Source: an optimization exercise on an open RTL-to-GDS flow (aim: small area). Production flows keep margins and buffers that such runs may drop. RTL that was checked went through simulation tests only; none was proved equivalent to the original. The RTL of runs 2 and 3 was laid out without a check of its function. No activity file was given, so power comes from the tool's default toggle rates.

## design/flow/config.mk

```make
export PLATFORM = sky130hd
export DESIGN_NAME = top
export DESIGN_NICKNAME = top
export VERILOG_FILES = /design/flow/design.v
export SDC_FILE = /design/flow/constraint.sdc
export NUM_CORES = 4
export LEC_CHECK = 0
export CAP_MARGIN = 20
export CORE_MARGIN = 2
export CORE_UTILIZATION = 40
export SLEW_MARGIN = 20
```

## design/flow/constraint.sdc

```tcl
create_clock -name core_clock -period 10.0 [get_ports {clk}]
set_input_delay 2.0000 -clock core_clock [delete_from_list [all_inputs] [get_ports {clk}]]
set_output_delay 2.0000 -clock core_clock [all_outputs]
set_load 0.01 [all_outputs]
```

## design/flow/design.v

```verilog
module uart_rx (
    input  wire       clk,
    input  wire       rst,
    input  wire       din,
    output reg  [7:0] data_out,
    output reg        valid
);
reg [3:0] ph;
reg [9:0] etu;
wire [9:0] etu_nx = {etu[8:0], ~(etu[9] ^ etu[6])};
wire etu_half = ~etu[0] & etu[1] & ~etu[2] & ~etu[5] & ~etu[6] & ~etu[7] & ~etu[9];
wire etu_full = ~etu[0] & ~etu[1] & etu[3] & ~etu[4] & ~etu[5] & etu[6] & etu[7] & ~etu[8] & etu[9];
wire start = (ph == 4'b0001);
always @(posedge clk) begin
  if (rst) begin
    ph <= 4'b0001;
    etu <= 10'd0;
    valid <= 1'b0;
  end else begin
    valid <= 1'b0;
    etu <= etu_nx;
    if (start) begin
      if (din)
        etu <= 10'd0;
      else if (etu_half) begin
        ph <= 4'b1000;
        etu <= 10'd0;
      end
    end else if (etu_full) begin
      etu <= 10'd0;
      if (ph[3]) begin
        data_out <= {din, data_out[7:1]};
        ph <= ph + 4'd1;
      end else begin
        ph <= 4'b0001;
        valid <= din;
      end
    end
  end
end
endmodule
module uart_tx (
  input  wire       clk,
  input  wire       rst,
  output reg        dout,
  input  wire [7:0] data_in,
  input  wire       en,
  output wire       rdy
);
reg [3:0] ph;
reg [9:0] etu;
wire [9:0] etu_nx = {etu[8:0], ~(etu[9] ^ etu[6])};
wire etu_full = ~etu[0] & ~etu[1] & etu[3] & ~etu[4] & ~etu[5] & etu[6] & etu[7] & ~etu[8] & etu[9];
assign rdy = (ph == 4'b0010);
always @(posedge clk) begin
  if (rst) begin
    ph <= 4'b0010;
    dout <= 1'b1;
    etu <= 10'd0;
  end else begin
    etu <= etu_nx;
    if (rdy) begin
      etu <= 10'd0;
      if (en) begin
        dout <= 1'b0;
        ph <= 4'b1000;
      end
    end else if (etu_full) begin
      etu <= 10'd0;
      dout <= ph[3] ? data_in[ph[2:0]] : 1'b1;
      ph <= ph + 4'd1;
    end
  end
end
endmodule
module uint32_receiver(
  input             clk,
  input             shift,
  input      [7:0]  uart_data,
  output reg [23:0] data
);
always @(posedge clk)
  if (shift)
    data <= {data[15:0], uart_data};
endmodule
module pwm #(parameter W = 3, parameter [W-1:0] TERM = 4) (
  input  clk,
  input  rst,
  output term
);
reg [W-1:0] counter;
assign term = &(counter | ~TERM);
always @(posedge clk)
  if (rst || term)
    counter <= {W{1'b0}};
  else
    counter <= counter + 1'b1;
endmodule
module glitch(
  input clk,
  input rst,
  input enable,
  input wire [31:0] glitch_delay,
  input wire [31:0] glitch_width,
  input wire [31:0] glitch_count,
  input wire [31:0] glitch_gap,
  input wire [31:0] glitch_max,
  input wire [31:0] reset_target,
  output reg glitched,
  input wire vstart,
  output reg vout,
  output wire finished,
  output wire reset_out
    );
reg [31:0] width_cnt;
reg [31:0] cnt;
reg [31:0] cycles;
reg [31:0] reset_cnt;
reg [1:0] state;    
wire s_delay = !state[0] && !state[1];
wire s_glitch = state[0];
wire s_gap = state[1];
wire [31:0] width_nx = width_cnt + 32'd1;
wire [31:0] cnt_nx = cnt + 32'd1;
wire delay_done = width_cnt == glitch_delay;
wire width_done = width_nx == glitch_width || glitch_width == 32'd0;
wire gap_done = width_nx == glitch_gap || glitch_gap == 32'd0;
wire count_done = cnt_nx == glitch_count;
wire target_nz = reset_target != 32'd0;
wire target_eq = reset_cnt == reset_target;
wire target_lt = reset_cnt < reset_target;
assign finished = glitch_max != 32'd0 && cycles == glitch_max;
assign reset_out = !enable || !target_nz || !s_delay || target_eq;
wire phase_done = s_glitch ? width_done : s_gap ? gap_done : delay_done;
wire pulse_end = enable && s_glitch && width_done;       
wire train_end = pulse_end && count_done;                
wire rst_inc = enable && s_delay && !delay_done && target_lt;
wire rst_clr = (enable && s_delay && delay_done) || (rst && !rst_inc);
wire cnt_clr = !enable || train_end || (rst && !pulse_end);
always @(posedge clk)
  begin
    width_cnt <= (enable && !phase_done) ? width_nx : 32'd0;
    cnt <= cnt_clr ? 32'd0 : pulse_end ? cnt_nx : cnt;
    cycles <= (rst && !train_end) ? 32'd0 : cycles + {31'd0, train_end};
    reset_cnt <= rst_clr ? 32'd0 : reset_cnt + {31'd0, rst_inc};
    glitched <= enable || (glitched && !rst);
    if (enable)
      begin
        if (s_glitch)
          state <= width_done ? (count_done ? 2'd0 : 2'd2) : (rst ? 2'd0 : 2'd1);
        else if (s_gap)
          state <= gap_done ? 2'd1 : (rst ? 2'd0 : 2'd2);
        else
          state <= {1'b0, delay_done};
      end
    else
      state <= 2'd0;
    if (enable)
      begin
        if (s_glitch)
          vout <= width_done ? 1'b1 : rst ? vstart : vout;
        else if (s_gap)
          vout <= gap_done ? 1'b0 : rst ? vstart : vout;
        else
          vout <= !delay_done;
      end
    else if (rst || !glitched)
      vout <= vstart;
  end
endmodule
module cmd(
  input clk,
  input din,
  input trigger_in,
  input rst,
  input finished,
  input glitched,
  input glitch_out,
  input gpio_in1,
  input gpio_in2,
  output reg gpio_out,
  output wire dout,
  output reg [1:0] force_state,
  output reg [31:0] glitch_delay,
  output reg [31:0] glitch_width,
  output reg [31:0] glitch_count,
  output reg [31:0] glitch_gap,
  output reg [31:0] glitch_max,
  output reg armed,
  output reg reset_glitcher,
  output reg vstart,
  output reg invert_trigger,
  output reg [31:0] reset_target
  );
localparam [3:0] N_GPIO = 4'h0, N_RSTG = 4'h1, N_FORCE = 4'h2, N_ACK = 4'h3,
                 N_FLAG = 4'h4, N_DELAY = 4'h5, N_WIDTH = 4'h6, N_COUNT = 4'h7,
                 N_ARM = 4'h8, N_GAP = 4'h9, N_RST = 4'hA, N_VSTART = 4'hB,
                 N_MAX = 4'hC, N_BUILD = 4'hD, N_INVERT = 4'hE, N_RTGT = 4'hF;
reg busy;
reg [3:0] nib;
reg [1:0] count;
reg tx_en;
reg [7:0] tx_data;
reg u32_valid;
wire [7:0] rx_data;
wire rx_valid;
wire tx_rdy;
uart_rx rxi (
  .clk(clk),
  .rst(rst),
  .din(din),
  .data_out(rx_data),
  .valid(rx_valid)
  );
uart_tx txi (
  .clk(clk),
  .rst(rst),
  .dout(dout),
  .data_in(tx_data),
  .en(tx_en),
  .rdy(tx_rdy)
  );
wire is_four = (nib == N_DELAY) || (nib == N_WIDTH) || (nib == N_COUNT) ||
               (nib == N_GAP) || (nib == N_MAX) || (nib == N_RTGT);
wire is_reply = (nib == N_ACK) || (nib == N_BUILD);
wire [23:0] u32_hi;
uint32_receiver u32_rec(
  .clk(clk),
  .shift(busy && is_four && rx_valid && count != 2'd3),
  .uart_data(rx_data),
  .data(u32_hi)
);
wire [31:0] u32_data = {u32_hi, rx_data};
wire is_cmd = (rx_data[7:4] == 4'h4 && rx_data[3:0] != 4'h0 && rx_data[3:0] != 4'h3) ||
              rx_data == 8'h50;
wire [7:0] flags = {gpio_in2, gpio_out, gpio_in1, trigger_in, glitch_out, finished, glitched, armed};
reg [7:0] reply_byte;
always @(*)
  if (nib[3])    
    case (count)
      2'd0: reply_byte = 8'h14;
      2'd1: reply_byte = 8'h09;
      default: reply_byte = 8'h20;
    endcase
  else
    case (count)
      2'd0: reply_byte = u32_data[7:0];
      2'd1: reply_byte = u32_data[15:8];
      2'd2: reply_byte = u32_data[23:16];
      default: reply_byte = u32_data[31:24];
    endcase
wire [31:0] wdata = rst ? 32'd0 : u32_data;
always @(posedge clk) begin
  if (rst || (u32_valid && nib == N_DELAY)) glitch_delay <= wdata;
  if (rst || (u32_valid && nib == N_WIDTH)) glitch_width <= wdata;
  if (rst || (u32_valid && nib == N_COUNT)) glitch_count <= wdata;
  if (rst || (u32_valid && nib == N_GAP))   glitch_gap <= wdata;
  if (rst || (u32_valid && nib == N_MAX))   glitch_max <= wdata;
  if (rst || (u32_valid && nib == N_RTGT))  reset_target <= wdata;
end
wire rx_nz = rx_data != 8'd0;
always @(posedge clk)
  begin
    if (rst)
      begin
        busy <= 1'b0;
        count <= 2'd0;
        tx_en <= 1'b0;
        u32_valid <= 1'b0;
        force_state <= 2'd2;
        armed <= 1'b0;
        reset_glitcher <= 1'b0;
        vstart <= 1'b0;
        invert_trigger <= 1'b0;
        gpio_out <= 1'b0;
      end
    else if (reset_glitcher)
      reset_glitcher <= 1'b0;
    else
      begin
        u32_valid <= 1'b0;
        tx_en <= busy && is_reply;
        if (!busy)
          begin
            if (rx_valid && is_cmd)
              begin
                busy <= 1'b1;
                nib <= rx_data[3:0];
                tx_en <= 1'b1;
                if (rx_data != 8'd68 && rx_data != 8'd77)
                  tx_data <= rx_data;
              end
          end
        else if (is_four)
          begin
            if (rx_valid)
              begin
                count <= count + 2'd1;
                if (count == 2'd3)
                  u32_valid <= 1'b1;
              end
            if (u32_valid)
              nib <= N_ACK;
          end
        else if (is_reply)
          begin
            if (tx_rdy && tx_en)
              begin
                tx_data <= reply_byte;
                count <= count + 2'd1;
                if (count == 2'd3)
                  busy <= 1'b0;
              end
          end
        else if (nib == N_FLAG)
          begin
            if (tx_rdy)
              begin
                tx_data <= flags;
                busy <= 1'b0;
              end
          end
        else if (rx_valid)    
          begin
            tx_data <= rx_data;
            tx_en <= 1'b1;
            if (nib != N_RST)
              busy <= 1'b0;
            case (nib)
              N_FORCE:  force_state <= rx_data[1:0];
              N_RSTG:   reset_glitcher <= rx_nz;
              N_ARM:    armed <= rx_nz;
              N_VSTART: vstart <= rx_nz;
              N_INVERT: invert_trigger <= rx_nz;
              N_GPIO:   gpio_out <= rx_nz;
              default: ;
            endcase
          end
      end
  end
endmodule
module top(
  input clk,
  input rst,
  input ftdi_rx,
  input trigger_in,
  input gpio_in1,
  input gpio_in2,
  output gpio_out,
  output ftdi_tx,
  output led0_g,
  output led0_r,
  output led0_b,
  output led2_g,
  output led2_r,
  output led2_b,
  output led_blink,
  output led5_debug,
  output led6_debug,
  output debug_io0_14_p30,
  output led_glitch_out,
  output wire glitch_out,
  output invert_glitch_out,
  output wire reset_out
    );
wire [31:0] glitch_delay;
wire [31:0] glitch_width;
wire [31:0] glitch_count;
wire [31:0] glitch_gap;
wire [31:0] glitch_max;
wire [31:0] reset_target;
wire armed;
wire glitched;
wire finished;
wire vstart;
wire invert_trigger;
wire [1:0] force_state;
wire reset_glitcher;
wire glitch;
cmd cmd_inst
(
  .clk(clk),
  .rst(rst),
  .din(ftdi_rx),
  .dout(ftdi_tx),
  .trigger_in(trigger_in),
  .glitch_delay(glitch_delay),
  .glitch_width(glitch_width),
  .glitch_count(glitch_count),
  .glitch_gap(glitch_gap),
  .glitch_max(glitch_max),
  .armed(armed),
  .finished(finished),
  .glitched(glitched),
  .glitch_out(glitch_out),
  .force_state(force_state),
  .reset_glitcher(reset_glitcher),
  .vstart(vstart),
  .invert_trigger(invert_trigger),
  .reset_target(reset_target),
  .gpio_in1(gpio_in1),
  .gpio_in2(gpio_in2),
  .gpio_out(gpio_out)
  );
wire automatic_out = force_state == 2'd2;
wire trigger = invert_trigger ^ trigger_in;
assign glitch_out = automatic_out ? glitch : force_state[0];
assign invert_glitch_out = !glitch_out;
wire enable = automatic_out && !finished &&
              ((armed && trigger) || (glitch_max != 32'd0 && glitched));
glitch glitchi
(
  .clk(clk),
  .rst(rst || reset_glitcher),
  .enable(enable),
  .vout(glitch),
  .glitch_delay(glitch_delay),
  .glitch_width(glitch_width),
  .glitch_count(glitch_count),
  .glitch_gap(glitch_gap),
  .glitch_max(glitch_max),
  .glitched(glitched),
  .vstart(vstart),
  .finished(finished),
  .reset_target(reset_target),
  .reset_out(reset_out)
);
wire t5, t13, t17, t33, t49;
pwm #(.W(3), .TERM(3'd4))   p5  (.clk(clk), .rst(rst), .term(t5));
pwm #(.W(4), .TERM(4'd12))  p13 (.clk(clk), .rst(rst), .term(t13));
pwm #(.W(5), .TERM(5'd16))  p17 (.clk(clk), .rst(rst), .term(t17));
pwm #(.W(6), .TERM(6'd32))  p33 (.clk(clk), .rst(rst), .term(t33));
pwm #(.W(6), .TERM(6'd48))  p49 (.clk(clk), .rst(rst), .term(t49));
wire t65 = t5 && t13;
reg r_led0_r, r_led0_g, r_led0_b, r_led2_r, r_led2_g, r_led2_b;
always @(posedge clk) begin
  r_led0_r <= !rst && t65 && finished;
  r_led0_g <= !rst && t17 && glitched && !finished;
  r_led0_b <= !rst && t65 && !glitched && armed;
  r_led2_r <= !rst && t33 && trigger_in;
  r_led2_g <= !rst && t5 && trigger_in;
  r_led2_b <= !rst && t49 && trigger_in;
end
assign led0_r = r_led0_r;
assign led0_g = r_led0_g;
assign led0_b = r_led0_b;
assign led2_r = r_led2_r;
assign led2_g = r_led2_g;
assign led2_b = r_led2_b;
assign debug_io0_14_p30 = glitch_out;
assign led5_debug = reset_out;
assign led6_debug = reset_target[0];
assign led_glitch_out = glitch_out;
reg [21:0] hb;
reg blink;
wire hb_low_zero = hb[20:0] == 21'd0;
wire hb_last = hb[21] && hb_low_zero;
always @(posedge clk) begin
  if (rst) begin
    hb <= 22'd0;
    blink <= 1'b0;
  end else begin
    hb <= {hb[20:0], hb[21] ^ hb[20] ^ hb_low_zero};
    blink <= blink ^ hb_last;
  end
end
assign led_blink = blink;
endmodule
```

## design/flow/run.sh

```bash
#!/bin/bash
# synth_recipe.tcl (not shown) runs the flow's synth.tcl, then flattens the netlist and writes it again
# the make line also repeats each setting of config.mk as NAME=value (left out here)
make -C /OpenROAD-flow-scripts/flow DESIGN_CONFIG=/design/flow/config.mk WORK_HOME=/design/flow/orfs CLKGATE_MAP_FILE= SYNTH_SCRIPT=/design/flow/synth_recipe.tcl finish
```

==> results of run 1 <==
per-stage QoR:
step,hold WS (ns),power [mW]
6_report,0.4286,4.371
4_1_cts,0.4341,4.410
5_1_grt,0.4535,4.534
3_5_place_dp,0.4253,2.552
2_1_floorplan,0.4043,2.438
3_3_place_gp,0.4119,2.542
path summary, 6_finish.rpt:
| check | slack, ns | end |
|---|---|---|
| worst max-delay path | 3.28 | reset_out |
| worst min-delay path | 0.43 | p5.counter[0] |
| worst max register to register | 3.80 | glitchi.cycles[31] |
| worst min register to register | 0.43 | p5.counter[0] |
synthesized netlist by cell type (8+ instances only):
library cell / instances / area share, %
clkbuf_1: 82 / 1.4
a31oi_1: 15 / 0.42
nand2_1: 87 / 1.5
xor2_1: 141 / 5.5
nor4_1: 86 / 2.4
nand2b_1: 15 / 0.42
or4_1: 14 / 0.47
dfxtp_1: 226 / 20
xnor3_1: 11 / 1.1
nand4_1: 59 / 1.7
buf_2: 13 / 0.29
ha_1: 50 / 2.8
a22o_1: 10 / 0.39
and2_1: 29 / 0.81
a21oi_1: 57 / 1.3
o21ai_0: 61 / 1.4
nor2_1: 220 / 3.7
edfxtp_1: 237 / 32
inv_1: 91 / 1.5
and3_1: 29 / 0.81
nor3_1: 51 / 1.1
mux2i_1: 13 / 0.58
a211oi_1: 13 / 0.44
o211ai_1: 25 / 0.84
and4_1: 12 / 0.47
or3_1: 11 / 0.31
nor2b_1: 70 / 2.0
nand3_1: 84 / 1.9
or2_2: 8 / 0.22
a21o_1: 20 / 0.67
xnor2_1: 115 / 4.5
nor3b_1: 11 / 0.37
registers in the layout, summed over array words and instances, names as in the netlist, 5 cells and up:
signal	cells
hb	22
glitchi.cycles	32
cmd_inst.glitch_width	32
cmd_inst.glitch_max	32
cmd_inst.u32_rec.data	24
cmd_inst.rxi.data_out	8
p49.counter	6
p17.counter	5
cmd_inst.glitch_delay	32
cmd_inst.glitch_count	32
cmd_inst.tx_data	8
glitchi.width_cnt	32
cmd_inst.txi.etu	10
cmd_inst.glitch_gap	32
glitchi.cnt	32
cmd_inst.reset_target	32
p33.counter	6
glitchi.reset_cnt	32
cmd_inst.rxi.etu	10
power groups by stage:
stage          registers (mW)  clock network [mW]  logic, mW
6_report                 2.16                1.86      0.357
5_1_grt                  2.17                1.97      0.395
4_1_cts                  2.16                1.89      0.358
3_5_place_dp             2.20                   0      0.356
3_3_place_gp             2.19                   0      0.349
2_1_floorplan            2.15                   0      0.291
routing by layer:
metal	track usage (%)	share of wire [%]	wire [um]
met5	0	0	0
met4	7.811	3.2	1958
met3	3.410	7.5	4553
met2	32.88	45	27270
met1	29.38	44	26650
placed cells by master (no fill, tap or decap), types with 25 or more instances in the layout:
| master | n |
|---|---|
| nor4_1 | 85 |
| nand4_1 | 59 |
| nor2_1 | 220 |
| clkbuf_16 | 51 |
| nor3_1 | 49 |
| xnor2_1 | 115 |
| dfxtp_1 | 226 |
| xor2_1 | 141 |
| nor2b_1 | 69 |
| inv_1 | 91 |
| nand2_1 | 87 |
| and3_1 | 29 |
| and2_1 | 29 |
| o211ai_1 | 25 |
| a21oi_1 | 56 |
| buf_4 | 32 |
| edfxtp_1 | 237 |
| o21ai_0 | 61 |
| nand3_1 | 84 |
| ha_1 | 50 |
worst max-delay path, cell delays in order:
cell	delay, ns
clkdlybuf4s50_1	0.61
xor2_1	0.18
nand2_1	0.07
o21ai_0	0.07
and4b_1	0.51
nor3b_1	0.52
nand2_1	0.21
clkdlybuf4s50_1	0.53
cell type report:
cell class                 instances  area, um2
fill                            5191      30170
sequential                       463      11640
multi-input combinational       1453       9893
clock buffer                      73       1449
tap                              748      935.9
timing repair buffer              52      440.4
inverter                          91      341.6
clock inverter                    20      215.2
antenna                            1      2.502
cells by family after synthesis:
group	after synthesis
DFF	463
and+or+nand+nor	814
buffers and inverters	197
xor gates and xnor gates	271
AOI/OAI and AO/OA	300
muxes	18
adders and majority gates	50
==> summary.md, run 1 <==
| Metric | Value |
|---|---|
| Final antenna-violating net count | `0` |
| Clock power share | `about 42%` |
| Non-Filler Instances | `about 2.9k` |
| Floorplan core area | `about 55000 um2` |
| WS Path Type | `input pin to output port` |
| Seq/Total Area, Yosys | `about 52%` |
| Worst slack at placement | `approximately 3.3 ns` |
| Critical R2R Launch | `glitchi.width_cnt[8]` |
| Internal Power | `around 3.3 mW` |
| Maximum VDD drop | `between 100 and 150 uV` |
| Worst hold stages | `1` |
| Nets | `~2.2k` |
| Drc violations | `0` |
| Antenna violations before repair | `11` |
| XOR/XNOR Fraction of Synth Area | `a little under an eighth` |
| Detailed placement HPWL | `around 43000 um` |
| RSZ-0062 raised after global routing | `no` |
| Initial core utilization | `between 40% and 50%` |
| Synth Instances | `2113` |
| Drt first pass iters | `7` |
| Area growth syn-to-layout | `11.91%` |
| Max cap viols | `0` |
| Gr ovfl total | `0` |
| Clock slew at reported path FFs | `roughly 0.06 ns` |
| Switching Fraction | `24.28%` |
| Final hold viol count | `0` |
| Vias in the first global route | `15.71k` |
| Outcome | `complete, no violations` |
| Share of synthesized registers carrying an async set or reset | `0%` |
| Tcrit/Tclk final | `about two thirds` |
| Final Skew | `between 0.04 and 0.05 ns` |
| CP Max Fanout | `10` |
| Worst Setup SP | `trigger_in` |
| Worst skew pair latency | `0.61 ns` |
| Hold Path Origin | `p5.counter[0]` |
| Mux contribution to synthesized area | `0.9384%` |
| Die Area | `between 50000 and 60000 um2` |
| Syn nets | `2169` |
| Final WL | `approximately 60000 um` |
| Worst Reg2Reg Path Length in Cells | `18` |
| Leakage | `around 9 nW` |
| Setup Buffers After CTS | `0` |
| Die height | `239.9 um` |
| Vias per inst | `5.639` |
| Setup TNS | `0 ns` |
| Critical path required time | `8.00 ns` |
| Root Driver | `clkbuf_16` |
| Slew headroom | `between 20% and 30%` |
| Fmax | `~150 MHz` |
| Area share of fa/ha/maj cells after synthesis | `2.810%` |
| # placed instances | `around 2.8k` |
| Post-route setup slack | `approximately 3.3 ns` |
| Share of cells above drive strength 1 | `between 6 and 7%` |
| Largest net degree at the start of global routing | `61` |
| Port-buffer cells | `21` |
| Synthesized area | `between 20000 and 25000 um2` |
| Die outline width | `about 240 um` |
| Finished layout cell area | `24920 um2` |
| Synth Flop Type | `edfxtp_1` |
| Final min period | `6.717 ns` |
| Synth Area per Inst | `10.54 um2` |
| RD Place Congestion | `0.9833` |
| Placement row count | `86` |
| CTS Buf Count | `50` |
| Clk sinks | `~460` |
| Area after DPL | `roughly 23000 um2` |
| Hold Crit Class | `register to register` |
| Largest family of logic cells by synthesized area | `simple AND/OR/NAND/NOR gates` |
| Synth Area in Simple Gates | `19.44%` |
| Measured slew at the worst slew-check pin | `between 1 and 1.5 ns` |
| First-pass GRT wire length | `~92000 um` |
| CTS Buffer Depth | `3` |
| I/O Pins | `22` |
| Routed WL per cell | `approximately 21 um` |
| Synth unique cells | `a little over 90` |
| Synth Warn # | `11` |
| PostCTS Resize Cnt | `0` |
| Fin. max-slew vios | `0` |
| Initial DRC Count | `between 1.5k and 2k` |
| Post-layout util | `roughly 45%` |
| Worst EP arrival | `4.72 ns` |
| Seq pwr share | `49.4%` |
| Startpoint types | `input pin` |
| Hold bufs inserted after CTS | `0` |
| Overall routing resource usage | `21.03%` |
| DR vias | `16.36k` |
| Worst setup EP type | `output port` |
| Power Dens Cells | `between 150 and 200 nW/um2` |
| Final setup vio count | `0` |
| Compound-Gate Fraction of Synth Area | `a little under a tenth` |
| H-Tree Depth | `2` |
| Post-synth EDFFs | `around 240` |
| Logic pwr share | `8.2%` |
| CTS tree | `yes` |
| Switch Pwr | `about 1.1 mW` |
| Flops & latches, synth | `463` |
==> inputs of run 2 (changes only) <==
--- a/design/flow/design.v
+++ b/design/flow/design.v
@@ -122,4 +122,15 @@
 wire s_gap = state[1];
-wire [31:0] width_nx = width_cnt + 32'd1;
-wire [31:0] cnt_nx = cnt + 32'd1;
+function [31:0] inc32(input [31:0] x, input ci);
+  integer i;
+  reg c;
+  begin
+    c = ci;
+    for (i = 0; i < 32; i = i + 1) begin
+      inc32[i] = x[i] ^ c;
+      c = x[i] & c;
+    end
+  end
+endfunction
+wire [31:0] width_nx = inc32(width_cnt, 1'b1);
+wire [31:0] cnt_nx = inc32(cnt, 1'b1);
 wire delay_done = width_cnt == glitch_delay;
@@ -143,4 +154,4 @@
     cnt <= cnt_clr ? 32'd0 : pulse_end ? cnt_nx : cnt;
-    cycles <= (rst && !train_end) ? 32'd0 : cycles + {31'd0, train_end};
-    reset_cnt <= rst_clr ? 32'd0 : reset_cnt + {31'd0, rst_inc};
+    cycles <= (rst && !train_end) ? 32'd0 : inc32(cycles, train_end);
+    reset_cnt <= rst_clr ? 32'd0 : inc32(reset_cnt, rst_inc);
     glitched <= enable || (glitched && !rst);
==> run 2 against run 1 <==
Against the previous run:
- now fails the layout checks on negative setup slack
- critical path depth is 61 higher
- sequential share of layout area rose by 1.6 points
- sequential power barely moved
- clock power down 5%
- combinational power rose by 6.4%
- fmax shrank 38%
- setup slack worse by 4.2 ns
- global-route usage down 1.9 points
- via count decreased by 23%
- die area decreased by 9.5%
- largest cell class unchanged
- highest routed layer unchanged
==> summary.md, run 2 <==
| Metric | Value |
|---|---|
| CTS tree | `yes` |
| Outcome | `finished with violations` |
| Top cell type by total area after synthesis | `edfxtp_1` |
| Fillers | `4436` |
| Commonest non-fill, non-tap cell in the layout | `edfxtp_1` |
| Non-Filler Instances | `approximately 2.4k` |
| Final Skew | `between 0.015 and 0.02 ns` |
| # placed instances | `2328` |
| Final min period | `~11 ns` |
| Initial DRC Count | `1141` |
| Worst setup EP type | `register` |
| WS Path Type | `register to register` |
| Antenna violations before repair | `4` |
| Synth unique cells | `between 60 and 70` |
| Flops & latches, synth | `463` |
| Largest net degree at the start of global routing | `a little over 60` |
| Synth Instances | `1644` |
| Seq/Total Area, Yosys | `~58%` |
| H-Tree Depth | `2` |
| Final antenna-violating net count | `0` |
| Worst skew pair latency | `0.58 ns` |
| Fmax | `91.92 MHz` |
| Critical Path End | `glitchi.cycles[31]` |
| Drc violations | `0` |
| Post-route setup slack | `-0.8794 ns` |
| Fin. max-slew vios | `0` |
| Crit path max-delay family | `adder cells` |
| Worst EP arrival | `~11 ns` |
| RD Place Congestion | `around 0.87` |
| DR vias | `12.68k` |
| Routed WL per cell | `a little over 20 um` |
| Die height | `around 230 um` |
| Nets | `1880` |
| Crit path max-delay cell type | `dfxtp_4` |
| CTS Buf Count | `~50` |
| Hold Crit Class | `register to register` |
| Final WL | `around 50000 um` |
| Most used cell, CP | `ha_4` |
| Count leader, synth | `edfxtp_1` |
| Worst Setup SP | `glitchi.width_cnt[0]` |
| Power Dens Cells | `177.5 nW/um2` |
| Maximum VDD drop | `between 100 and 150 uV` |
| CP Max Fanout | `2` |
| Vias per inst | `roughly 5.2` |
| Post-layout util | `between 40% and 50%` |
| CP peak stage delay | `around 0.35 ns` |
| Root Driver | `clkbuf_16` |
| Floorplan core area | `49860 um2` |
| Drt first pass iters | `8` |
| Overall routing resource usage | `approximately a fifth` |
| Measured slew at the worst slew-check pin | `around 1.1 ns` |
| Share of synthesized registers carrying an async set or reset | `0%` |
| Syn nets | `about 1.8k` |
| Critical path required time | `about 10 ns` |
| Port-buffer cells | `21` |
| Detailed placement HPWL | `between 30000 and 40000 um` |
| Share of cells above drive strength 1 | `14.12%` |
| Clock slew at reported path FFs | `roughly 0.06 ns` |
| Die Area | `between 50000 and 60000 um2` |
| Post-synth EDFFs | `approximately 240` |
| CP Depth | `between 60 and 70` |
| Synth Flop Type | `edfxtp_1` |
| Worst Reg2Reg Path Length in Cells | `69` |
| Leakage | `approximately 9 nW` |
| Clk sinks | `between 400 and 500` |
| Area growth syn-to-layout | `19.72%` |
| Most frequent cells in the layout | `edfxtp_1, dfxtp_1, nor2_1` |
| Die outline width | `228.3 um` |
| Max cap viols | `0` |
| Placement row count | `82` |
| FF-to-FF End | `glitchi.cycles[31]` |
| First-pass GRT wire length | `75470 um` |
| Slew headroom | `24.39%` |
| Hold bufs inserted after CTS | `0` |
| Synthesized area | `around 20000 um2` |
| Tcrit/Tclk final | `108.8%` |
| Vias in the first global route | `12.61k` |
| Initial core utilization | `about two fifths` |
| Startpoint types | `register` |
| Layout check failures | `negative setup slack` |
| Synth Area per Inst | `around 12 um2` |
| Synth Warn # | `11` |
| Top cell type's share of synthesized area | `between 30 and 40%` |
| Critical R2R Launch | `glitchi.width_cnt[0]` |
| Gr ovfl total | `0` |
| Synth cell count leaders | `edfxtp_1, dfxtp_1, ha_1` |
| Setup slack, reg-to-reg | `-0.88 ns` |
| Bufs and invs on worst path | `0` |
| CTS Buffer Depth | `3` |
| Final setup vio count | `7` |
| Ant. Diodes | `0` |
| I/O Pins | `22` |
| Synth top area cells | `edfxtp_1, dfxtp_1, ha_1` |
| RSZ-0062 raised after global routing | `yes` |
| Final hold viol count | `0` |
==> run 2: changes by cell type after synthesis, sizes merged, moves of 23 or more <==
cell / delta
o21ai: -41
xor2: -56
and2: +55
nand3: -55
nor2: -83
ha: +116
inv: -44
clkbuf: -43
a21oi: -23
and3: -27
o211ai: -24
==> run 2: cells by family (layout without fill, tap and decap cells) <==
| group | Yosys count | after routing | share of synthesized area [%] |
|---|---|---|---|
| flops | 463 | 463 | 57.87 |
| simple gates | 567 | 567 | 15.16 |
| buf+inv | 99 | 204 | 2.053 |
| xor+xnor | 182 | 182 | 7.962 |
| mux | 39 | 39 | 2.102 |
| compound gates | 128 | 128 | 4.528 |
| fa+ha+maj | 166 | 166 | 10.33 |
==> run 2: where the power goes <==
part / internal (mW) / total [mW] / switching (mW)
combinational: 0.171 / 0.380 / 0.209
sequential: 2.07 / 2.13 / 0.0544
clock: 1.04 / 1.77 / 0.730
total: 3.28 / 4.27 / 0.993
==> run 2: cell type report <==
class | instances | area (um2) | area share (%)
flip-flops and latches | 463 | 11650 | 48.36
multi-input cells | 1082 | 9300 | 38.62
clock buffers | 76 | 1434 | 5.954
well taps | 672 | 840.8 | 3.491
repair buffers | 65 | 550.5 | 2.286
inverters | 47 | 176.4 | 0.7325
clock inverters | 16 | 133.9 | 0.5559
==> run 2: how the worst min path moves through the flow <==
stage                        start                   to  cells after the start
2_1_floorplan        p5.counter[0]        p5.counter[0]                      1
3_3_place_gp         p5.counter[0]        p5.counter[0]                      1
3_5_place_dp   cmd_inst.txi.etu[2]  cmd_inst.txi.etu[3]                      1
4_1_cts              p5.counter[0]        p5.counter[0]                      1
5_1_grt        cmd_inst.txi.etu[2]  cmd_inst.txi.etu[3]                      1
6_report       cmd_inst.txi.etu[2]  cmd_inst.txi.etu[3]                      1
==> run 2: metrics by stage <==
| stage | power [mW] | hold slack (ns) | TNS [ns] | worst slack, ns | area (um2) |
|---|---|---|---|---|---|
| 2_1_floorplan | 2.401 | 0.3977 | -1.815 | -0.6193 | 21240 |
| 3_3_place_gp | 2.544 | 0.4074 | -2.962 | -0.8366 | 22400 |
| 3_5_place_dp | 2.552 | 0.4196 | -3.702 | -0.9468 | 22430 |
| 4_1_cts | 4.325 | 0.4374 | -3.548 | -0.9265 | 24030 |
| 5_1_grt | 4.445 | 0.4572 | -4.882 | -1.111 | 24080 |
| 6_report | 4.275 | 0.4305 | -3.228 | -0.8794 | 24080 |
==> run 2: timing repair <==
action	in CTS	in global routing
hold endpoints to repair	0	0
buffers inserted	0	1
pin swaps	4	10
setup endpoints to repair	7	8
gates resized for setup	4	5
==> run 2: layer usage <==
metal | wire length [um] | vias to the layer above | global-route usage, %
met5 | 0 | - | 0
met4 | 1674 | 0 | 7.271
met3 | 2825 | 92 | 2.988
met2 | 23170 | 374 | 31.17
met1 | 22060 | 6157 | 25.74
li1 | - | 6052 | -
==> inputs of run 3 (changes only) <==
--- a/design/flow/config.mk
+++ b/design/flow/config.mk
@@ -7,5 +7,6 @@
 export LEC_CHECK = 0
-export CAP_MARGIN = 20
+export CAP_MARGIN = 0
 export CORE_MARGIN = 2
-export CORE_UTILIZATION = 40
-export SLEW_MARGIN = 20
+export CORE_UTILIZATION = 60
+export CTS_BUF_LIST = sky130_fd_sc_hd__clkbuf_4
+export SLEW_MARGIN = 0
==> run 3 against run 2 <==
Against the previous run:
- the layout still fails its checks (negative setup slack)
- critical path depth unchanged
- wire length fell by 1.8%
- worst hold slack got worse by 0.0034 ns
- clock skew up 0.052 ns
- sequential power is essentially flat
- synthesized cell count is the same
- setup slack got worse by 0.035 ns
- design area decreased by 1.7%
- register-to-register slack lost 0.04 ns
- highest routed layer unchanged
- critical endpoint unchanged
==> summary.md, run 3 <==
| Metric | Value |
|---|---|
| Outcome | `finished with violations` |
| Layout check failures | `negative setup slack` |
| Met1 Use GR | `a little under two fifths` |
| Placement row count | `67` |
| Worst skew pair latency | `~0.83 ns` |
| Initial core utilization | `60.44%` |
| Synth Area per Inst | `12.24 um2` |
| Vias in the first global route | `between 10k and 15k` |
| Clock slew at reported path FFs | `~0.070 ns` |
| Max cap viols | `0` |
| Non-Filler Instances | `between 2k and 2.5k` |
| Area growth syn-to-layout | `17.65%` |
| Share of synthesized registers carrying an async set or reset | `0%` |
| Drc violations | `0` |
| FF-to-FF End | `glitchi.cycles[31]` |
| Top cell type by total area after synthesis | `edfxtp_1` |
| Critical path required time | `about 11 ns` |
| Antenna violations before repair | `2` |
| RSZ-0062 raised after global routing | `yes` |
| Seq/Total Area, Yosys | `between 50 and 60%` |
| CP Max Fanout | `2` |
| CTS Buf Count | `115` |
| Synth Warn # | `11` |
| Worst Hold Slack | `approximately 0.43 ns` |
| Setup slack, reg-to-reg | `-0.91 ns` |
| Maximum VDD drop | `roughly 130 uV` |
| Compound-Gate Fraction of Synth Area | `roughly 4.5%` |
| Critical R2R Launch | `glitchi.width_cnt[0]` |
| Final Skew | `~0.067 ns` |
| First-pass GRT wire length | `75240 um` |
| Die outline width | `between 150 and 200 um` |
| Final setup vio count | `7` |
| Synth top area cells | `edfxtp_1, dfxtp_1, ha_1` |
| Final antenna-violating net count | `0` |
| Setup TNS | `-3.457 ns` |
| Slew headroom | `between 10% and 20%` |
| GR Util met3 | `slightly below 6%` |
| Post-layout util | `71.11%` |
| Clk sinks | `roughly 460` |
| Tot Pwr | `roughly 4.1 mW` |
| Worst setup EP type | `register` |
| Post-route setup slack | `-0.9145 ns` |
| Routed WL per cell | `around 21 um` |
| CTS Buffer Depth | `3` |
| Fin. max-slew vios | `0` |
| I/O Pins | `22` |
| Final min period | `10.91 ns` |
| Fmax | `91.62 MHz` |
| Vias per inst | `approximately 5.7` |
| Synth Flop Type | `edfxtp_1` |
| Measured slew at the worst slew-check pin | `1.203 ns` |
| Multi-input logic area | `slightly above 9000 um2` |
| Worst Reg2Reg Path Length in Cells | `a little under 70` |
| Area share of fa/ha/maj cells after synthesis | `around a tenth` |
| Startpoint types | `register` |
| WS Path Type | `register to register` |
| Largest family of logic cells by synthesized area | `simple AND/OR/NAND/NOR gates` |
| Tcrit/Tclk final | `109.1%` |
| Root Driver | `clkbuf_4` |
| Syn nets | `between 1.5k and 2k` |
| Met2 usage | `between 40% and 50%` |
| Final hold viol count | `0` |
| Power Dens Cells | `~170 nW/um2` |
| Floorplan core area | `~33000 um2` |
| Worst EP arrival | `around 12 ns` |
| Gr ovfl total | `0` |
| GRT Max-Usage Layer | `met2` |
| Synth unique cells | `69` |
| Die height | `187.1 um` |
| Most used cell, CP | `ha_4` |
| Synth Instances | `1644` |
| XOR/XNOR Fraction of Synth Area | `between 7 and 8%` |
| Synth cell count leaders | `edfxtp_1, dfxtp_1, ha_1` |
| CP peak stage delay | `~0.35 ns` |
| RD Place Congestion | `about 0.94` |
| Port-buffer cells | `21` |
| Synthesized area | `slightly above 20000 um2` |
| # placed instances | `2095` |
| Hold Path Origin | `p5.counter[0]` |
| Share of cells above drive strength 1 | `about a fifth` |
| Largest net degree at the start of global routing | `a little under 90` |
| Detailed placement HPWL | `around 34000 um` |
| Commonest non-fill, non-tap cell in the layout | `edfxtp_1` |
| FF+latch area | `about 12000 um2` |
| CTS tree | `yes` |
| Die Area | `~35000 um2` |
| Nets | `roughly 1.9k` |
| Mux contribution to synthesized area | `~2.1%` |
| Worst hold stages | `1` |
| Initial DRC Count | `~980` |
| Crit path max-delay cell type | `dfxtp_4` |
| Count leader, synth | `edfxtp_1` |
| Overall routing resource usage | `28.47%` |
| Leakage | `~9.4 nW` |
| Final WL | `48830 um` |
| Worst hold endpoint | `p5.counter[0]` |
| H-Tree Depth | `3` |
| Drt first pass iters | `5` |
| Hold Crit Class | `register to register` |
| Fillers | `around 2.4k` |
| Post-synth EDFFs | `237` |
| Top cell type's share of synthesized area | `between 30 and 40%` |
| Flops & latches, synth | `about 460` |
| Most frequent cells in the layout | `edfxtp_1, dfxtp_1, clkbuf_4` |
| Synth Area in Simple Gates | `15.16%` |
| DR vias | `about 13k` |
-- run 3: critical path, delay by kind of cell (launching register included) --
kind | cells | cell delay [ns]
compound gates | 1 | 0.08
fa+ha+maj | 61 | 9.45
simple gates | 5 | 0.50
flops | 1 | 0.35
xor+xnor | 2 | 0.30
-- run 3: final cells by class --
cell class / count / area share [%]
inverters: 47 / 0.7454
clock buffers: 177 / 5.615
multi-input cells: 1082 / 39.19
clock inverters: 39 / 0.7719
repair buffers: 58 / 2.051
flip-flops and latches: 463 / 49.21
diodes: 4 / 0.04229
well taps: 448 / 2.368
-- run 3: cell families (layout without fill, tap and decap cells) --
family / count (synthesis) / count (layout)
and+or+nand+nor: 567 / 567
DFF: 463 / 463
AOI/OAI and AO/OA: 128 / 128
other: 0 / 4
buffers and inverters: 99 / 321
xor gates and xnor gates: 182 / 182
muxes: 39 / 39
adders and majority gates: 166 / 166
-- run 3: worst max-delay path by stage --
stage | depth (start not counted) | endpoint | slack [ns] | start
finish | 69 | glitchi.cycles[31] | -0.91 | glitchi.width_cnt[0]
global route | 68 | glitchi.cycles[31] | -1.15 | glitchi.cnt[0]
CTS | 69 | glitchi.cycles[31] | -0.96 | glitchi.width_cnt[0]
detailed placement | 69 | glitchi.cycles[31] | -1.00 | glitchi.width_cnt[1]
global placement | 69 | glitchi.cycles[31] | -0.86 | glitchi.width_cnt[0]
floorplan | 69 | glitchi.cycles[31] | -0.62 | glitchi.width_cnt[0]
-- run 3: power breakdown --
group	internal, mW	total (mW)	switching, mW
logic	0.166	0.360	0.194
clock network	0.833	1.58	0.752
registers	2.07	2.13	0.0579
total	3.07	4.08	1.00
-- run 3: timing repair --
item,4_1_cts,5_1_grt
gates resized for setup,7,3
hold buffers,0,0
endpoints found under the setup margin,7,8
setup buffers,2,1
pin swaps,6,9
-- run 3: stage by stage --
stage / setup WS (ns) / area [um2]
5_1_grt: -1.151 / 23660
2_1_floorplan: -0.6193 / 21240
3_5_place_dp: -1.000 / 22060
4_1_cts: -0.9619 / 23620
6_report: -0.9145 / 23670
3_3_place_gp: -0.8572 / 22060
-- run 3: layer usage --
metal  part of all wire (%)  up-vias  wire [um]
met5                      0        -          0
met4                    3.8        0       1870
met3                    6.8      107       3319
met2                     48      493      23300
met1                     42     6309      20340
li1                       -     6249          -
==> inputs of run 4 (changes only) <==
--- a/design/flow/design.v
+++ b/design/flow/design.v
@@ -114,4 +114,4 @@
     );
-reg [31:0] width_cnt;
-reg [31:0] cnt;
+reg [31:0] phase_cnt;
+reg [31:0] pulse_no;
 reg [31:0] cycles;
@@ -133,23 +133,33 @@
 endfunction
-wire [31:0] width_nx = inc32(width_cnt, 1'b1);
-wire [31:0] cnt_nx = inc32(cnt, 1'b1);
-wire delay_done = width_cnt == glitch_delay;
-wire width_done = width_nx == glitch_width || glitch_width == 32'd0;
-wire gap_done = width_nx == glitch_gap || glitch_gap == 32'd0;
-wire count_done = cnt_nx == glitch_count;
+wire [31:0] phase_nx = inc32(phase_cnt, !(rst && !s_delay));
+wire [31:0] phase_len = ({32{s_delay}} & glitch_delay) |
+                        ({32{s_glitch}} & glitch_width) |
+                        ({32{s_gap}} & glitch_gap);
+wire phase_hit = phase_cnt == phase_len;
+wire width_zero = glitch_width == 32'd0;
+wire gap_zero = glitch_gap == 32'd0;
+wire phase_done = phase_hit || (s_glitch && width_zero) || (s_gap && gap_zero);
+wire count_done = pulse_no == glitch_count;
 wire target_nz = reset_target != 32'd0;
-wire target_eq = reset_cnt == reset_target;
-wire target_lt = reset_cnt < reset_target;
+wire [31:0] rt_diff = reset_cnt ^ reset_target;
+wire target_eq = rt_diff == 32'd0;
+reg target_lt;
+integer k;
+always @(*) begin
+  target_lt = 1'b0;
+  for (k = 0; k < 32; k = k + 1)
+    target_lt = rt_diff[k] ? reset_target[k] : target_lt;
+end
 assign finished = glitch_max != 32'd0 && cycles == glitch_max;
 assign reset_out = !enable || !target_nz || !s_delay || target_eq;
-wire phase_done = s_glitch ? width_done : s_gap ? gap_done : delay_done;
-wire pulse_end = enable && s_glitch && width_done;       
+wire pulse_end = enable && s_glitch && phase_done;       
 wire train_end = pulse_end && count_done;                
-wire rst_inc = enable && s_delay && !delay_done && target_lt;
-wire rst_clr = (enable && s_delay && delay_done) || (rst && !rst_inc);
-wire cnt_clr = !enable || train_end || (rst && !pulse_end);
+wire rst_inc = enable && s_delay && !phase_done && target_lt;
+wire rst_clr = (enable && s_delay && phase_done) || (rst && !rst_inc);
+wire pulse_clr = !enable || train_end || (rst && !pulse_end);
 always @(posedge clk)
   begin
-    width_cnt <= (enable && !phase_done) ? width_nx : 32'd0;
-    cnt <= cnt_clr ? 32'd0 : pulse_end ? cnt_nx : cnt;
+    phase_cnt[31:1] <= (enable && !phase_done) ? phase_nx[31:1] : 31'd0;
+    phase_cnt[0] <= enable && (phase_done ? !train_end : phase_nx[0]);
+    pulse_no <= pulse_clr ? 32'd1 : inc32(pulse_no, pulse_end);
     cycles <= (rst && !train_end) ? 32'd0 : inc32(cycles, train_end);
@@ -160,7 +170,7 @@
         if (s_glitch)
-          state <= width_done ? (count_done ? 2'd0 : 2'd2) : (rst ? 2'd0 : 2'd1);
+          state <= phase_done ? (count_done ? 2'd0 : 2'd2) : (rst ? 2'd0 : 2'd1);
         else if (s_gap)
-          state <= gap_done ? 2'd1 : (rst ? 2'd0 : 2'd2);
+          state <= phase_done ? 2'd1 : (rst ? 2'd0 : 2'd2);
         else
-          state <= {1'b0, delay_done};
+          state <= {1'b0, phase_done};
       end
@@ -171,7 +181,7 @@
         if (s_glitch)
-          vout <= width_done ? 1'b1 : rst ? vstart : vout;
+          vout <= phase_done ? 1'b1 : rst ? vstart : vout;
         else if (s_gap)
-          vout <= gap_done ? 1'b0 : rst ? vstart : vout;
+          vout <= phase_done ? 1'b0 : rst ? vstart : vout;
         else
-          vout <= !delay_done;
+          vout <= !phase_done;
       end
==> design/flow/config.mk (replaced) <==
export PLATFORM = sky130hd
export DESIGN_NAME = top
export DESIGN_NICKNAME = top
export VERILOG_FILES = /design/flow/design.v
export SDC_FILE = /design/flow/constraint.sdc
export NUM_CORES = 4
export LEC_CHECK = 0
export CAP_MARGIN = 20
export CORE_MARGIN = 2
export CORE_UTILIZATION = 55
export CTS_BUF_LIST = sky130_fd_sc_hd__clkbuf_4 sky130_fd_sc_hd__clkbuf_8
export CTS_CLUSTER_DIAMETER = 60
export CTS_CLUSTER_SIZE = 20
export SLEW_MARGIN = 20
==> run 4 against run 3 <==
Against the previous run:
- the run now finishes clean
- critical path depth decreased by 29
- cell count down 9.4%
- combinational power down 41%
- via count is 6.7% lower
- clock power down 31%
- global-route usage shrank 3.7 points
- synthesized cell count decreased by 3.0%
- sequential power about the same
- register-to-register slack better by 1.7 ns
- largest cell class unchanged
==> summary.md, run 4 <==
| Metric | Value |
|---|---|
| Slew headroom | `approximately 22%` |
| Logic pwr share | `6.2%` |
| Power Dens Cells | `162.1 nW/um2` |
| Most used cell, CP | `ha_1` |
| Final min period | `between 9 and 10 ns` |
| Most frequent cells in the layout | `edfxtp_1, dfxtp_1, ha_1` |
| Initial core utilization | `between 50% and 60%` |
| Drt first pass iters | `7` |
| Vias per inst | `between 5 and 6` |
| Die height | `about 190 um` |
| GRT Max-Usage Layer | `met2` |
| Vias in the first global route | `~12k` |
| Placement row count | `just under 70` |
| Final Skew | `0.02637 ns` |
| First-pass GRT wire length | `68680 um` |
| CTS Buffer Depth | `3` |
| Ant. Diodes | `0` |
| Setup TNS | `0 ns` |
| Commonest non-fill, non-tap cell in the layout | `edfxtp_1` |
| Crit path max-delay cell type | `clkdlybuf4s50_1` |
| Hold Crit Class | `register to register` |
| Top cell type by total area after synthesis | `edfxtp_1` |
| Area growth syn-to-layout | `7.771%` |
| Outcome | `complete, no violations` |
| Post-route setup slack | `0.6957 ns` |
| PostCTS Resize Cnt | `0` |
| Switching Fraction | `between 20% and 30%` |
| Worst slack at placement | `about 0.073 ns` |
| Routed WL per cell | `21.48 um` |
| WS Path Type | `input pin to register` |
| Leakage | `approximately 8.6 nW` |
| Gr ovfl total | `0` |
| Detailed placement HPWL | `~31000 um` |
| DR vias | `12.28k` |
| Count leader, synth | `edfxtp_1` |
| Final WL | `around 45000 um` |
| CP peak stage delay | `around 0.49 ns` |
| Clock power share | `around 32%` |
| Non-Filler Instances | `between 2k and 2.5k` |
| Met1 Use GR | `approximately 34%` |
| Fin. max-slew vios | `0` |
| Post-layout util | `59.85%` |
| CTS Buf Count | `36` |
| Max cap viols | `0` |
| Die Area | `37180 um2` |
| Synth unique cells | `72` |
| RSZ-0062 raised after global routing | `no` |
| Port-buffer cells | `21` |
| I/O Pins | `22` |
| H-Tree Depth | `2` |
| Root Driver | `clkbuf_8` |
| Final setup vio count | `0` |
| Hold bufs inserted after CTS | `0` |
| Synth top area cells | `edfxtp_1, dfxtp_1, ha_1` |
| Switch Pwr | `~0.84 mW` |
| Worst Hold Slack | `between 0.4 and 0.5 ns` |
| Largest net degree at the start of global routing | `between 50 and 60` |
| RD Place Congestion | `between 0.8 and 0.9` |
| GR Util met3 | `under 10%` |
| Seq/Total Area, Yosys | `around three fifths` |
| Measured slew at the worst slew-check pin | `between 1 and 1.5 ns` |
| Crit path max-delay family | `adder cells` |
| CTS tree | `yes` |
| Antenna violations before repair | `2` |
| Finished layout cell area | `between 20000 and 25000 um2` |
| Share of synthesized registers carrying an async set or reset | `0%` |
| Synth cell count leaders | `edfxtp_1, dfxtp_1, ha_1` |
| Top cell type's share of synthesized area | `a little over a third` |
| Syn nets | `1737` |
| Synth Warn # | `11` |
| Startpoint types | `input pin` |
| Die outline width | `a little under 200 um` |
| Fmax | `approximately 110 MHz` |
| Synthesized area | `approximately 20000 um2` |
| Share of cells above drive strength 1 | `7.134%` |
| Tcrit/Tclk final | `between 90% and 100%` |
| Final antenna-violating net count | `0` |
| Area after DPL | `approximately 20000 um2` |
| Met2 usage | `39.92%` |
| Internal Power | `approximately 2.6 mW` |
| Critical path required time | `between 10 and 15 ns` |
| Fillers | `2927` |
| Tot Pwr | `around 3.4 mW` |
| Seq pwr share | `about three fifths` |
| Final hold viol count | `0` |
| Synth Area per Inst | `approximately 12 um2` |
| Synth Instances | `1594` |
| Setup Buffers After CTS | `0` |
| Clock slew at reported path FFs | `0.11 ns` |
| Synth Flop Type | `edfxtp_1` |
| CP Max Fanout | `9` |
| Worst EP arrival | `approximately 9.8 ns` |
| Flops & latches, synth | `around 460` |
| Nets | `between 1.5k and 2k` |
| Clk sinks | `463` |
| Overall routing resource usage | `around a quarter` |
| Worst setup EP type | `register` |
| Worst skew pair latency | `0.58 ns` |
| Bufs and invs on worst path | `2` |
| Floorplan core area | `around 35000 um2` |
| Maximum VDD drop | `roughly 140 uV` |
| Initial DRC Count | `roughly 800` |
| Drc violations | `0` |
| # placed instances | `between 2k and 2.5k` |
| Post-synth EDFFs | `around 240` |
==> run 4: changes by cell type after synthesis, sizes merged, moves of 32 or more <==
cell   delta
and2     -33
xnor2    -44
and3     +88
nor3b    +32
xor2     -43
nor2     -62
==> run 4: final timing paths <==
| check | from | slack (ns) | cells past startpoint | endpoint |
|---|---|---|---|---|
| worst max-delay path | trigger_in | 0.70 | 40 | glitchi.reset_cnt[31] |
| worst min-delay path | p5.counter[0] | 0.43 | 1 | p5.counter[0] |
| worst max register to register | glitchi.state[1] | 0.74 | 41 | glitchi.reset_cnt[31] |
| worst min register to register | p5.counter[0] | 0.43 | 1 | p5.counter[0] |
==> run 4: worst register-to-register path, delay by kind of cell, from the launching register on <==
kind	cells	cell delay, ns
and+or+nand+nor	7	2.02
AOI/OAI and AO/OA	1	0.22
DFF	1	0.45
adders and majority gates	31	6.15
buffers and inverters	1	0.23
xor gates and xnor gates	1	0.14
==> run 4: metal layers <==
layer	routed length (um)	vias up
li1	-	5931
met5	0	-
met1	20520	5989
met4	1578	0
met2	20750	286
met3	2292	73
==> run 4: power groups by stage <==
stage / clock network [mW] / registers [mW] / logic (mW)
floorplan: 0 / 2.15 / 0.149
global placement: 0 / 2.16 / 0.205
detailed placement: 0 / 2.16 / 0.209
CTS: 1.13 / 2.12 / 0.211
global route: 1.20 / 2.13 / 0.240
finish: 1.09 / 2.12 / 0.211
==> run 4: cell type report <==
class / instances / area [um2] / area share, %
clock inverter: 23 / 224.0 / 1.060
inverter: 40 / 150.1 / 0.7104
sequential: 463 / 11640 / 55.09
timing repair buffer: 50 / 447.9 / 2.119
tap: 461 / 576.8 / 2.729
multi-input combinational: 1023 / 7546 / 35.71
clock buffer: 41 / 545.5 / 2.581
==> run 4: kinds of logic after synthesis <==
logic type	count (synthesis)	synth area share [%]
fa+ha+maj	139	8.843
flops	463	59.36
xor+xnor	95	4.243
simple gates	582	17.60
buf+inv	108	2.354
mux	7	0.4913
compound gates	200	7.108
==> inputs of run 5 (changes only) <==
==> design/flow/config.mk (replaced) <==
export PLATFORM = sky130hd
export DESIGN_NAME = top
export DESIGN_NICKNAME = top
export VERILOG_FILES = /design/flow/design.v
export SDC_FILE = /design/flow/constraint.sdc
export NUM_CORES = 4
export LEC_CHECK = 0
export CAP_MARGIN = 20
export CORE_MARGIN = 2
export CORE_UTILIZATION = 40
export SLEW_MARGIN = 20
==> run 5 against run 4 <==
Against the previous run:
- critical path depth increased by 1
- register-to-register slack worse by 0.16 ns
- combinational power is 2% lower
- design area rose by 4.7%
- die area is 37% higher
- setup slack got worse by 0.11 ns
==> summary.md, run 5 <==
| Metric | Value |
|---|---|
| Final hold viol count | `0` |
| Slew headroom | `approximately a quarter` |
| CTS Buffer Depth | `3` |
| # placed instances | `roughly 2.2k` |
| Worst Hold Slack | `~0.42 ns` |
| WS Path Type | `register to register` |
| DR vias | `~13k` |
| Startpoint types | `register` |
| Synth Flop Type | `edfxtp_1` |
| Share of cells above drive strength 1 | `7.203%` |
| Gr ovfl total | `0` |
| Post-layout util | `45.49%` |
| FF-to-FF End | `glitchi.reset_cnt[31]` |
| Vias in the first global route | `12.47k` |
| Root Driver | `clkbuf_16` |
| Maximum VDD drop | `roughly 110 uV` |
| Drt first pass iters | `5` |
| Port-buffer cells | `21` |
| CP peak stage delay | `~0.77 ns` |
| Most frequent cells in the layout | `edfxtp_1, dfxtp_1, ha_1` |
| Final min period | `between 9 and 10 ns` |
| Ant. Diodes | `0` |
| Most used cell, CP | `ha_1` |
| Worst skew pair latency | `around 0.59 ns` |
| Setup TNS | `0 ns` |
| Overall routing resource usage | `18.62%` |
| Crit path max-delay family | `adder cells` |
| Nets | `around 1.8k` |
| Final Skew | `between 0.015 and 0.02 ns` |
| Worst Reg2Reg Path Length in Cells | `41` |
| Fmax | `around 110 MHz` |
| Top cell type's share of synthesized area | `36.29%` |
| Leakage | `between 8 and 9 nW` |
| Drc violations | `0` |
| Die outline width | `225.4 um` |
| Critical R2R Launch | `glitchi.state[0]` |
| Worst EP arrival | `approximately 9.9 ns` |
| Worst setup EP type | `register` |
| Largest net degree at the start of global routing | `60` |
| Tcrit/Tclk final | `between 90% and 100%` |
| RD Place Congestion | `approximately 0.84` |
| CP Max Fanout | `34` |
| Flops & latches, synth | `463` |
| Initial DRC Count | `between 1k and 1.5k` |
| Top cell type by total area after synthesis | `edfxtp_1` |
| Synth top area cells | `edfxtp_1, dfxtp_1, ha_1` |
| Area growth syn-to-layout | `12.84%` |
| Outcome | `complete, no violations` |
| Share of synthesized registers carrying an async set or reset | `0%` |
| Power Dens Cells | `between 150 and 200 nW/um2` |
| CTS Buf Count | `50` |
| GR Util met3 | `~2.8%` |
| GRT Max-Usage Layer | `met2` |
| Synth unique cells | `72` |
| Critical Path End | `glitchi.reset_cnt[31]` |
| RSZ-0062 raised after global routing | `no` |
| Worst Setup SP | `glitchi.state[0]` |
| Vias per inst | `5.463` |
| Placement row count | `between 80 and 90` |
| Initial core utilization | `between 40% and 50%` |
| Setup slack, reg-to-reg | `between 0.5 and 0.6 ns` |
| Max cap viols | `0` |
| Die Area | `~51000 um2` |
| Crit path max-delay cell type | `dfxtp_2` |
| Met1 Use GR | `roughly a quarter` |
| Non-Filler Instances | `approximately 2.3k` |
| Fillers | `around 4.4k` |
| Met2 usage | `29.06%` |
| Final WL | `around 46000 um` |
| Clk sinks | `~460` |
| H-Tree Depth | `2` |
| Commonest non-fill, non-tap cell in the layout | `edfxtp_1` |
| Bufs and invs on worst path | `1` |
| Floorplan core area | `48650 um2` |
| Synth Instances | `~1.6k` |
| Syn nets | `about 1.7k` |
| Synth Area per Inst | `around 12 um2` |
| Count leader, synth | `edfxtp_1` |
| Hold Crit Class | `register to register` |
| CTS tree | `yes` |
| First-pass GRT wire length | `around 70000 um` |
| Clock slew at reported path FFs | `0.06 ns` |
| Synth cell count leaders | `edfxtp_1, dfxtp_1, ha_1` |
| Synth Warn # | `11` |
| CP Depth | `41` |
| Hold bufs inserted after CTS | `0` |
| I/O Pins | `22` |
| Routed WL per cell | `~20 um` |
| Antenna violations before repair | `1` |
| Seq/Total Area, Yosys | `between 50% and 60%` |
| Final antenna-violating net count | `0` |
| Detailed placement HPWL | `31570 um` |
| Post-synth EDFFs | `roughly 240` |
| Synthesized area | `19610 um2` |
| Final setup vio count | `0` |
| Critical path required time | `approximately 10 ns` |
| Die height | `around 230 um` |
| Measured slew at the worst slew-check pin | `approximately 1.1 ns` |
| Fin. max-slew vios | `0` |
## run 5: cell counts after synthesis
No cell type changed its count.
## run 5: power breakdown
group	switching (mW)	internal [mW]
clock network	0.732	1.07
logic	0.116	0.0910
registers	0.0521	2.07
## run 5: worst min-delay path by stage
stage,startpoint,endpoint,slack [ns],depth (start not counted)
6_report,p5.counter[0],p5.counter[0],0.42,1
5_1_grt,p5.counter[0],p5.counter[0],0.46,1
4_1_cts,p5.counter[0],p5.counter[0],0.42,1
3_5_place_dp,p5.counter[0],p5.counter[0],0.42,1
3_3_place_gp,p5.counter[0],p5.counter[0],0.41,1
2_1_floorplan,p5.counter[0],p5.counter[0],0.40,1
## run 5: metrics by stage
stage	setup WS, ns	cell area, um2	total power [mW]
3_3_place_gp	0.1600	20500	2.363
4_1_cts	0.4506	22110	4.177
5_1_grt	0.007590	22130	4.290
3_5_place_dp	0.1177	20500	2.371
6_report	0.5834	22130	4.131
2_1_floorplan	0.6770	19610	2.297
## run 5: final cells by class
type / instances / area [um2] / area share (%)
clock buffers: 85 / 1538 / 6.949
inverters: 40 / 150.1 / 0.6785
well taps: 622 / 778.2 / 3.517
clock inverters: 9 / 72.57 / 0.3280
flip-flops and latches: 463 / 11640 / 52.62
multi-input cells: 1023 / 7550 / 34.12
repair buffers: 46 / 395.4 / 1.787
## run 5: layer usage
| layer | vias to the layer above | share of wire, % |
|---|---|---|
| met5 | - | 0 |
| met4 | 0 | 3.3 |
| met3 | 78 | 5.6 |
| met2 | 349 | 45 |
| met1 | 6098 | 46 |
| li1 | 5975 | - |
## run 5: cells by family (layout without fill, tap and decap cells)
group | after synthesis | count (layout) | share of synthesized area, %
AO/OA/AOI/OAI | 200 | 200 | 7.108
buffers and inverters | 108 | 180 | 2.354
flip-flops | 463 | 463 | 59.36
AND/OR/NAND/NOR | 582 | 582 | 17.60
adder cells (fa/ha/maj) | 139 | 139 | 8.843
XOR/XNOR | 95 | 95 | 4.243
multiplexers | 7 | 7 | 0.4913
## run 5: what timing repair did
action,CTS,global route
buffers inserted,0,0
setup endpoints to repair,0,1
gates resized for setup,0,1
endpoints found under the hold margin,0,0
==> inputs of run 6 (changes only) <==
--- a/design/flow/config.mk
+++ b/design/flow/config.mk
@@ -7,5 +7,8 @@
 export LEC_CHECK = 0
-export CAP_MARGIN = 20
+export CAP_MARGIN = 10
 export CORE_MARGIN = 2
-export CORE_UTILIZATION = 40
-export SLEW_MARGIN = 20
+export CORE_UTILIZATION = 65
+export CTS_BUF_LIST = sky130_fd_sc_hd__clkbuf_8
+export CTS_CLUSTER_DIAMETER = 50
+export CTS_CLUSTER_SIZE = 16
+export SLEW_MARGIN = 10
==> run 6 against run 5 <==
Against the previous run:
- die area shrank 38%
- non-clock buffer count shrank 2
- sequential cell count is the same
- global-route usage grew 9.3 points
- combinational power is essentially flat
- synthesized area is the same
- setup slack lost 0.018 ns
- sequential share of layout area grew 2.8 points
- via count shrank 0.45%
- largest cell class unchanged
- critical endpoint unchanged
- clock power shrank 39%
- highest routed layer unchanged
- register-to-register slack lost 0.02 ns
==> summary.md, run 6 <==
| Metric | Value |
|---|---|
| Logic pwr share | `6.0%` |
| Worst skew pair latency | `around 0.58 ns` |
| Outcome | `complete, no violations` |
| Startpoint types | `register` |
| Placement row count | `63` |
| Routed WL per cell | `between 20 and 25 um` |
| Worst hold endpoint | `p5.counter[0]` |
| Initial core utilization | `~66%` |
| Clock slew at reported path FFs | `about 0.10 ns` |
| Worst EP arrival | `9.88 ns` |
| Seq pwr share | `between 60% and 70%` |
| Post-layout util | `roughly 70%` |
| Port-buffer cells | `21` |
| Synth unique cells | `72` |
| Measured slew at the worst slew-check pin | `between 1 and 1.5 ns` |
| Fin. max-slew vios | `0` |
| Die height | `about 180 um` |
| Tcrit/Tclk final | `around 94%` |
| Hold Crit Class | `register to register` |
| Clock power share | `between 30% and 40%` |
| Overall routing resource usage | `between 20 and 30%` |
| Worst hold stages | `1` |
| Share of synthesized registers carrying an async set or reset | `0%` |
| FF-to-FF End | `glitchi.reset_cnt[31]` |
| First-pass GRT wire length | `roughly 67000 um` |
| Synth Flop Type | `edfxtp_1` |
| CP peak stage delay | `a little over 0.5 ns` |
| Die Area | `31580 um2` |
| Worst Reg2Reg Path Length in Cells | `41` |
| Switch Pwr | `between 0.7 and 0.8 mW` |
| Crit path max-delay cell type | `dfxtp_2` |
| Most used cell, CP | `ha_1` |
| Final WL | `43130 um` |
| Leakage | `8.601 nW` |
| Synth top area cells | `edfxtp_1, dfxtp_1, ha_1` |
| Hold Path Origin | `p5.counter[0]` |
| WS Path Type | `register to register` |
| PostCTS Resize Cnt | `0` |
| Tot Pwr | `3.417 mW` |
| Largest net degree at the start of global routing | `between 50 and 60` |
| DR vias | `12.44k` |
| CTS Buffer Depth | `3` |
| CTS tree | `yes` |
| Critical R2R Launch | `glitchi.state[1]` |
| Drc violations | `0` |
| H-Tree Depth | `2` |
| Slew headroom | `about a fifth` |
| Power Dens Cells | `~160 nW/um2` |
| Synthesized area | `slightly below 20000 um2` |
| Final setup vio count | `0` |
| Synth Area per Inst | `approximately 12 um2` |
| RSZ-0062 raised after global routing | `no` |
| Setup Buffers After CTS | `0` |
| Die outline width | `about 180 um` |
| RD Place Congestion | `around 0.90` |
| Worst setup EP type | `register` |
| Final min period | `approximately 9.4 ns` |
| Root Driver | `clkbuf_8` |
| Initial DRC Count | `roughly 1.2k` |
| Hold bufs inserted after CTS | `0` |
| Floorplan core area | `about 30000 um2` |
| Commonest non-fill, non-tap cell in the layout | `edfxtp_1` |
| Seq/Total Area, Yosys | `slightly below 60%` |
| Max cap viols | `0` |
| Vias in the first global route | `12.16k` |
| Nets | `around 1.8k` |
| Drt first pass iters | `6` |
| Critical path required time | `around 10 ns` |
| Top cell type's share of synthesized area | `36.29%` |
| CP Max Fanout | `30` |
| Fmax | `106.0 MHz` |
| Share of cells above drive strength 1 | `6.216%` |
| Ant. Diodes | `0` |
| Area growth syn-to-layout | `7.088%` |
| I/O Pins | `22` |
| Setup TNS | `0 ns` |
| Synth Instances | `around 1.6k` |
| Vias per inst | `approximately 6.1` |
| Gr ovfl total | `0` |
| Top cell type by total area after synthesis | `edfxtp_1` |
| Count leader, synth | `edfxtp_1` |
| Final antenna-violating net count | `0` |
| Syn nets | `around 1.7k` |
| Final Skew | `0.03370 ns` |
| Maximum VDD drop | `between 100 and 150 uV` |
| Synth cell count leaders | `edfxtp_1, dfxtp_1, ha_1` |
| Post-synth EDFFs | `~240` |
| Internal Power | `about 2.6 mW` |
| Detailed placement HPWL | `roughly 30000 um` |
| Most frequent cells in the layout | `edfxtp_1, dfxtp_1, ha_1` |
| Flops & latches, synth | `463` |
| CTS Buf Count | `39` |
| Switching Fraction | `23.20%` |
| Worst Setup SP | `glitchi.state[1]` |
| Synth Warn # | `11` |
| Clk sinks | `roughly 460` |
| Antenna violations before repair | `1` |
| Setup slack, reg-to-reg | `roughly 0.57 ns` |
| Final hold viol count | `0` |
run 6: changes by cell type in the layout (fill, tap and decap cells not counted), sizes merged:
cell / delta
buf: -2
clkinvlp: -1
clkbuf: -42
bufinv: +1
clkinv: -1
inv: +20
run 6: metrics by stage:
stage / instance area, um2 / hold slack, ns / worst slack [ns] / instances
finish: 21000 / 0.4402 / 0.5656 / 2031
global route: 21000 / 0.4594 / 0.1798 / 2031
CTS: 21000 / 0.4403 / 0.5291 / 2031
detailed placement: 20210 / 0.4250 / 0.07540 / 1960
global placement: 20210 / 0.4073 / 0.2081 / 1960
floorplan: 19610 / 0.3977 / 0.6770 / 1594
run 6: cell type report:
class	count	area, um2
multi-input cells	1023	7531
inverters	40	150.1
clock inverters	28	202.7
well taps	390	488.0
fillers	2150	8638
flip-flops and latches	463	11640
clock buffers	43	591.8
repair buffers	44	392.9
run 6: critical path: cells and delay by family, from the launching register on:
family	cells	cell delay (ns)
fa+ha+maj	31	6.15
simple gates	7	2.05
flops	1	0.51
buf+inv	1	0.29
compound gates	1	0.21
xor+xnor	1	0.14
run 6: cell families (layout without fill, tap and decap cells):
family	count (synthesis)	count (layout)	synth area share (%)
AND/OR/NAND/NOR	582	582	17.60
XOR/XNOR	95	95	4.243
multiplexers	7	7	0.4913
adder cells (fa/ha/maj)	139	139	8.843
flip-flops	463	463	59.36
AO/OA/AOI/OAI	200	200	7.108
buffers and inverters	108	155	2.354
run 6: worst max-delay path by stage:
stage,to,depth (start not counted)
6_report,glitchi.reset_cnt[31],41
5_1_grt,glitchi.reset_cnt[31],41
4_1_cts,glitchi.reset_cnt[31],41
3_5_place_dp,glitchi.cycles[31],39
3_3_place_gp,glitchi.reset_cnt[31],39
2_1_floorplan,glitchi.pulse_no[30],39
run 6: per-layer routing:
| layer | routed length, um | part of all wire [%] | vias up | global-route usage, % |
|---|---|---|---|---|
| met2 | 20390 | 47 | 416 | 46.32 |
| li1 | - | - | 5925 | - |
| met3 | 2980 | 6.9 | 66 | 3.770 |
| met1 | 18560 | 43 | 6037 | 38.58 |
| met4 | 1202 | 2.8 | 0 | 8.367 |
| met5 | 0 | 0 | - | 0 |
run 6: power groups by stage:
stage | sequential (mW) | clock [mW] | combinational, mW
5_1_grt | 2.13 | 1.19 | 0.233
6_report | 2.12 | 1.09 | 0.204
4_1_cts | 2.12 | 1.11 | 0.204
2_1_floorplan | 2.15 | 0 | 0.149
3_5_place_dp | 2.16 | 0 | 0.203
3_3_place_gp | 2.16 | 0 | 0.197

separate check: timing with driven ports:
The flow's constraints put no driver on any port. The routed layouts listed below were extracted and timed again, unchanged, in two steps.
Step 1 sets driving cells, clkbuf_16 on the clock port and buf_2 on the other inputs (assumed; they add their load-dependent delay and slew).
Step 2 adds t to the input delays and takes it off the output delays; t is the mean of the earliest and latest rising clock arrival at the registers after step 1. Input paths then give back, and output paths get back, about the clock's delay inside the block.
Three values: no drivers, after step 1, after step 2; two values: the first two.
run | t (ns) | setup slack, ns | worst data-port slew with drivers (ns)
run 1 | 0.649 | 3.283 / 3.261 / 3.261 | 0.04
run 2 | 0.621 | -0.879 / -0.879 / -0.879 | 0.03
run 3 | 0.846 | -0.915 / -0.915 / -0.915 | 0.03
run 4 | 0.621 | 0.696 / 0.715 / 0.094 | 0.03
run 5 | 0.637 | 0.583 / 0.583 / 0.140 | 0.03
run 6 | 0.618 | 0.566 / 0.566 / 0.047 | 0.04
For run 4, which loses most, drivers alone change the setup slack by +0.019 ns; drivers and shift together by -0.602 ns.
